From an optimization exercise on the open Yosys and OpenROAD flow, aimed at small area; shortcuts taken in it are not production practice. The RTL was checked by simulation tests, not by an equivalence proof against the original design. Power figures rest on the tool's default switching activity, not on a simulated workload.

==> flow/design.v (excerpt) <==
module SoC_Algorithm (
    input clk,
    input rst_n,
    input [15:0] voltage,
    input signed [15:0] current,
    output [7:0] soc
);
function [32:0] radd;
    input [31:0] a;
    input [31:0] b;
    input ci;
    integer k;
    reg c;
    begin
        c = ci;
        for (k = 0; k < 32; k = k + 1) begin
            radd[k] = a[k] ^ b[k] ^ c;
            c = (a[k] & b[k]) | (c & (a[k] ^ b[k]));
        end
        radd[32] = c;
    end
endfunction
reg [5:0] clk_cnt;
reg [6:0] soc_voltage;
reg [24:0] qr;            
reg [4:0] qh;             
reg use_v_soc;
reg [6:0] soc_r;
reg ticked;               
reg zq;                   
reg [19:0] wk;            
reg [1:0] scy;            
wire ms_tick  = clk_cnt[5] & clk_cnt[4] & clk_cnt[0];                                             
wire dv_load  = clk_cnt[5] & ~clk_cnt[4] & clk_cnt[3] & ~clk_cnt[2] & ~clk_cnt[1] & ~clk_cnt[0];  
wire dv_en    = clk_cnt[5];                                                                       
wire lt25     = ~clk_cnt[5] & ~(clk_cnt[4] & clk_cnt[3] & (clk_cnt[2] | clk_cnt[1] | clk_cnt[0]));  
wire in2530   = ~clk_cnt[5] & clk_cnt[4] & clk_cnt[3] & ~(clk_cnt[2] & clk_cnt[1]) & (clk_cnt[2] | clk_cnt[1] | clk_cnt[0]);  
wire lt16     = ~clk_cnt[5] & ~clk_cnt[4];                                                        
wire lt24     = ~clk_cnt[5] & ~(clk_cnt[4] & clk_cnt[3]);                                         
wire at15     = lt16 & (&clk_cnt[3:0]);                                                           
wire kb       = lt16 & clk_cnt[3] & ~clk_cnt[2];                                                  
always @(posedge clk or negedge rst_n) begin
    if (!rst_n) clk_cnt <= 6'd0;
    else if (ms_tick) clk_cnt <= 6'd0;
    else clk_cnt <= clk_cnt + 6'd1;
end
wire comp = (current > 16'sd5) || (current < -16'sd5);
wire rest = (current > -16'sd5) && (current < 16'sd5);
  ...
Settings: LEC_CHECK=0, CAP_MARGIN=0, CORE_MARGIN=2, CORE_UTILIZATION=70, GPL_TIMING_DRIVEN=0, SLEW_MARGIN=0; clock period 36.0 ns.
standard.sh (not shown) runs the stock make flow with config.mk's settings and CLKGATE_MAP_FILE= SYNTH_SCRIPT=/design/flow/synth_recipe.tcl, a recipe that flattens the netlist after the stock synthesis.
==> flow/flow/run.sh <==
#!/bin/bash
# The standard layout (standard.sh), with three changes:
# - synthesis: synth_recipe.tcl unchanged, except that ABC maps with the
#   area-oriented script flow/abc_area.script instead of ORFS's speed script,
#   and full/half adders are left to ABC (ADDER_MAP_FILE empty);
# - the port buffers are made of the smallest buffer cell (buf_1);
# - the clock tree uses clkbuf_8 and no dummy loads.
# Each tool's output is kept in the logs under orfs/logs and in flow_own.log.
set -euo pipefail
HERE=$(pwd)
{
  echo "proc abc {args} {"
  echo "  set i [lsearch \$args -script]"
  echo "  if {\$i >= 0} { lset args [expr {\$i + 1}] $HERE/flow/abc_area.script }"
  echo "  yosys abc {*}\$args"
  echo "}"
  cat synth_recipe.tcl
} > own_synth.tcl
sed -e "s#SYNTH_SCRIPT=[^ ]*synth_recipe.tcl#SYNTH_SCRIPT=$HERE/own_synth.tcl ADDER_MAP_FILE=#" standard.sh > own.sh
grep -q "own_synth.tcl ADDER_MAP_FILE=" own.sh
export BUFFER_PORTS_ARGS="-buffer_cell sky130_fd_sc_hd__buf_1"
export CTS_ARGS="-sink_clustering_enable -repair_clock_nets -dont_use_dummy_load -buf_list sky130_fd_sc_hd__clkbuf_8"
bash own.sh > flow_own.log 2>&1
==> flow/flow/abc_area.script <==
&get -n
&deepsyn -T 30
&put
dch -f
amap
topo
strash
dch
amap
topo
Rerun with:
==> flow/flow/run.sh (replaced) <==
#!/bin/bash
set -euo pipefail
export BUFFER_PORTS_ARGS="-buffer_cell sky130_fd_sc_hd__buf_1"
export CTS_ARGS="-sink_clustering_enable -repair_clock_nets -dont_use_dummy_load -buf_list sky130_fd_sc_hd__clkbuf_8"
bash standard.sh > flow_standard.log 2>&1
CORE_UTILIZATION = 85   (was 70)
removed: flow/flow/abc_area.script
Result: The changed run finished clean; setup slack gets better by 1.3 ns; cell area increases by a little under a tenth; final cell count barely changes; power falls by a little under a tenth; sequential cell count does not change.
Rerun with:
CORE_UTILIZATION = 75   (was 85)
GPL_TIMING_DRIVEN = unset   (was 0)
- flip-flop and latch count stays the same
- critical path depth is unchanged
- design area is lower by about 1.3%
- routed wire length fell by about 36%
- clock-buffer cell count stays the same
- worst setup slack improved by 0.32 ns
- via count went down by 22%
- synthesized area does not change
- power went down by about 2%
- cell count went down by about 2.2%
- combinational power is lower by 15%
Rerun with:
CORE_UTILIZATION = 70   (was 75)
Worst hold slack loses 0.0074 ns.
Critical path depth is unchanged.
Die area increases by 6.8%.
Sequential share of layout area is about the same.
Global-route usage decreases by 3.3 points.
Design area hardly moves.
First-iteration DRC count increases by 13%.
Total power stays flat.
Utilization decreases by 5.8 points.
Rerun with:
==> flow/flow/run.sh (replaced) <==
#!/bin/bash
# The standard layout (standard.sh), with three changes:
# - synthesis: synth_recipe.tcl unchanged, except that ABC maps with the
#   area-oriented script flow/abc_area.script instead of ORFS's speed script,
#   and full/half adders are left to ABC (ADDER_MAP_FILE empty);
# - the port buffers are made of the smallest buffer cell (buf_1);
# - the clock tree uses clkbuf_8 and no dummy loads.
# Each tool's output is kept in the logs under orfs/logs and in flow_own.log.
set -euo pipefail
HERE=$(pwd)
{
  echo "proc abc {args} {"
  echo "  set i [lsearch \$args -script]"
  echo "  if {\$i >= 0} { lset args [expr {\$i + 1}] $HERE/flow/abc_area.script }"
  echo "  yosys abc {*}\$args"
  echo "}"
  cat synth_recipe.tcl
} > own_synth.tcl
sed -e "s#SYNTH_SCRIPT=[^ ]*synth_recipe.tcl#SYNTH_SCRIPT=$HERE/own_synth.tcl ADDER_MAP_FILE=#" standard.sh > own.sh
grep -q "own_synth.tcl ADDER_MAP_FILE=" own.sh
export BUFFER_PORTS_ARGS="-buffer_cell sky130_fd_sc_hd__buf_1"
export CTS_ARGS="-sink_clustering_enable -repair_clock_nets -dont_use_dummy_load -buf_list sky130_fd_sc_hd__clkbuf_8"
bash own.sh > flow_own.log 2>&1
==> flow/flow/abc_area.script (new file) <==
&get -n
&deepsyn -T 30
&put
dch -f
amap
topo
strash
dch
amap
topo
Setup slack gets worse by 1.3 ns.
Combinational power went up to 3.1 times its value.
Global-route usage went up by 6.4 points.
Hold slack gets better by 0.017 ns.
Non-clock buffer count stays the same.
Die area went down by about 9%.
First-iteration DRC count went up by 16%.
Design area went down by 7.2%.
Via count went up by 12%.
Total power went up by 11%.
Utilization went up by 1.2 points.

indigo:
Another version of the RTL of SoC_Algorithm (not shown whole).
For scale: about 110 flip-flops, about 4500 sq um of cells after synthesis.
Design SoC_Algorithm, start of the top module:
module SoC_Algorithm (
    input clk,
    input rst_n,
    input [15:0] voltage,
    input signed [15:0] current,
    output [7:0] soc
);
clock: 36.0 ns
lec_check: 0
cap_margin: 0
core_margin: 2
core_utilization: 70
slew_margin: 0
==> flow/flow/run.sh <==
#!/bin/bash
set -euo pipefail
export BUFFER_PORTS_ARGS="-buffer_cell sky130_fd_sc_hd__buf_1"
export CTS_ARGS="-sink_clustering_enable -repair_clock_nets -dont_use_dummy_load -buf_list sky130_fd_sc_hd__clkbuf_4 -root_buf sky130_fd_sc_hd__clkbuf_8 -sink_clustering_size 8 -sink_clustering_max_diameter 40"
bash standard.sh > flow_standard.log 2>&1
Changes in willow relative to indigo:
==> flow/flow/run.sh <==
#!/bin/bash
set -euo pipefail
export BUFFER_PORTS_ARGS="-buffer_cell sky130_fd_sc_hd__buf_1"
export CTS_ARGS="-sink_clustering_enable -repair_clock_nets -dont_use_dummy_load -buf_list sky130_fd_sc_hd__clkbuf_8"
bash standard.sh > flow_standard.log 2>&1
--- outcome ---
willow was carried through to the last stage, and its layout satisfied the timing, design-rule and antenna checks.
Re number of synthesized register bits: no difference whatsoever between willow and indigo.
Compound-gate portion of the synthesized area came out exactly the same in indigo and willow.
From willow to indigo, wire length did not move at all.
Comparing willow against indigo, there is no change at all in worst setup slack.
Global-route wire length before repair: willow vs indigo identical
indigo and willow ended up with roughly the same die area.
Re number of global-route vias before repair: no difference whatsoever between willow and indigo.
Comparing indigo against willow, there is no change at all in final area.
Comparing indigo against willow, there is no change at all in worst slack on hold paths.
Post-route total power: willow vs indigo identical

## tundra
SoC_Algorithm, a different RTL version from the one above (not shown whole).
Size: about 460 cells after synthesis, roughly 110 flip-flops, ~4600 sq um of cells after synthesis.
Design SoC_Algorithm, start of the top module:
module SoC_Algorithm (
    input clk,
    input rst_n,
    input [15:0] voltage,
    input signed [15:0] current,
    output [7:0] soc
);
function [32:0] radd;
    input [31:0] a;
    input [31:0] b;
    input ci;
    integer k;
    reg c;
    begin
        c = ci;
        for (k = 0; k < 32; k = k + 1) begin
            radd[k] = a[k] ^ b[k] ^ c;
            c = (a[k] & b[k]) | (c & (a[k] ^ b[k]));
        end
        radd[32] = c;
    end
endfunction
reg [5:0] clk_cnt;
reg [6:0] soc_voltage;
reg [24:0] qr;            
reg [4:0] qh;             
reg use_v_soc;
reg [6:0] soc_r;
reg ticked;               
reg zq;                   
reg [19:0] wk;            
reg [1:0] scy;            
wire ms_tick  = clk_cnt[5] & clk_cnt[4] & clk_cnt[0];                                             
wire dv_load  = clk_cnt[5] & ~clk_cnt[4] & clk_cnt[3] & ~clk_cnt[2] & ~clk_cnt[1] & clk_cnt[0];   
wire dv_en    = clk_cnt[5];                                                                       
  ...
clock: 36.0 ns
lec_check: 0
cap_margin: 20
core_margin: 2
core_utilization: 40
cts_buf_list: sky130_fd_sc_hd__clkbuf_8
slew_margin: 20
==> flow/flow/run.sh <==
#!/bin/bash
set -euo pipefail
export BUFFER_PORTS_ARGS="-buffer_cell sky130_fd_sc_hd__buf_1"
export CTS_ARGS="-sink_clustering_enable -repair_clock_nets -dont_use_dummy_load -buf_list sky130_fd_sc_hd__clkbuf_8 -sink_clustering_size 40 -sink_clustering_max_diameter 150"
bash standard.sh > flow_standard.log 2>&1
The following lists how quartz was set up differently from tundra:
==> flow/flow/run.sh <==
#!/bin/bash
set -euo pipefail
export BUFFER_PORTS_ARGS="-buffer_cell sky130_fd_sc_hd__buf_1"
export CTS_ARGS="-repair_clock_nets -dont_use_dummy_load -buf_list sky130_fd_sc_hd__clkbuf_8"
bash standard.sh > flow_standard.log 2>&1
==> comparison <==
Re final hold violation count: no difference whatsoever between tundra and quartz.
From tundra to quartz, routed via count divided by cell count did not move at all.
quartz -> tundra: number of H-tree levels delta 0, exact match
tundra -> quartz: remaining number of nets flagged by the antenna check after routing delta 0, exact match
tundra -> quartz: sequential cell count delta 0, exact match
From tundra to quartz, total count of max-transition violations in the final report did not move at all.
### quartz -> onyx
==> flow/flow/run.sh <==
#!/bin/bash
set -euo pipefail
export BUFFER_PORTS_ARGS="-buffer_cell sky130_fd_sc_hd__buf_1"
export CTS_ARGS="-sink_clustering_enable -repair_clock_nets -dont_use_dummy_load -buf_list sky130_fd_sc_hd__clkbuf_16 -sink_clustering_size 60 -sink_clustering_max_diameter 250"
bash standard.sh > flow_standard.log 2>&1
Notes after the runs:
- Both conditions hold for onyx: the flow ran to the end and the final layout passed the timing, design-rule and antenna checks.
- Compared onyx against quartz; power in combinational cells within noise.
- As far as sequential cell count goes, quartz and onyx are indistinguishable; the numbers are identical.
- Compared with quartz, in onyx design area grew by about 2%; clock-pin slew on the worst setup and hold paths saw a decrease; combinational power share decreased 0.4 points.
- onyx against quartz: routed wire length up 76 um; count of cell instances traversed by the critical path flat; synthesis-to-finish area growth up 2.2 points.

## static timing again, ports no longer ideal
The results above use ideal ports. As a check the final layouts listed here were re-extracted and re-timed, cells and wires unchanged. Step 1 assumes that a clkbuf_16 drives the clock port and a buf_2 every other input. Step 2 also shifts input and output timing later by t, the mid clock arrival at the registers, as if the neighbouring blocks saw the same clock. a / b / c = ideal / step 1 / step 2; a / b = the first two.
run	shift t [ns]	slack for setup (ns)	hold WS [ns]	worst data-port slew with drivers (ns)
the first run of note 1	0.387	25.875 / 25.887 / 25.500	0.335 / 0.335 / 0.335	0.03
the second run of note 1	0.403	27.176 / 27.184 / 26.781	0.321 / 0.321 / 0.321	0.04
the third run of note 1	0.370	27.496 / 27.502 / 27.132	0.321 / 0.321 / 0.321	0.04
the fourth run of note 1	0.376	27.563 / 27.570 / 27.194	0.314 / 0.314 / 0.314	0.04
the fifth run of note 1	0.387	26.227 / 26.239 / 25.853	0.330 / 0.330 / 0.330	0.03
indigo	0.389	27.265 / 27.273 / 26.884	0.318 / 0.318 / 0.318	0.04
willow	0.389	27.265 / 27.273 / 26.884	0.318 / 0.318 / 0.318	0.04
tundra	0.376	27.390 / 27.399 / 27.023	0.333 / 0.333 / 0.333	0.03
quartz	0.376	27.390 / 27.399 / 27.023	0.333 / 0.333 / 0.333	0.03
onyx	0.365	27.393 / 27.409 / 27.043	0.331 / 0.331 / 0.331	0.03
After both steps setup and hold are still met in every run listed. For the second run of note 1, which loses most, drivers alone change the setup slack by +0.008 ns; drivers and shift together by -0.395 ns.
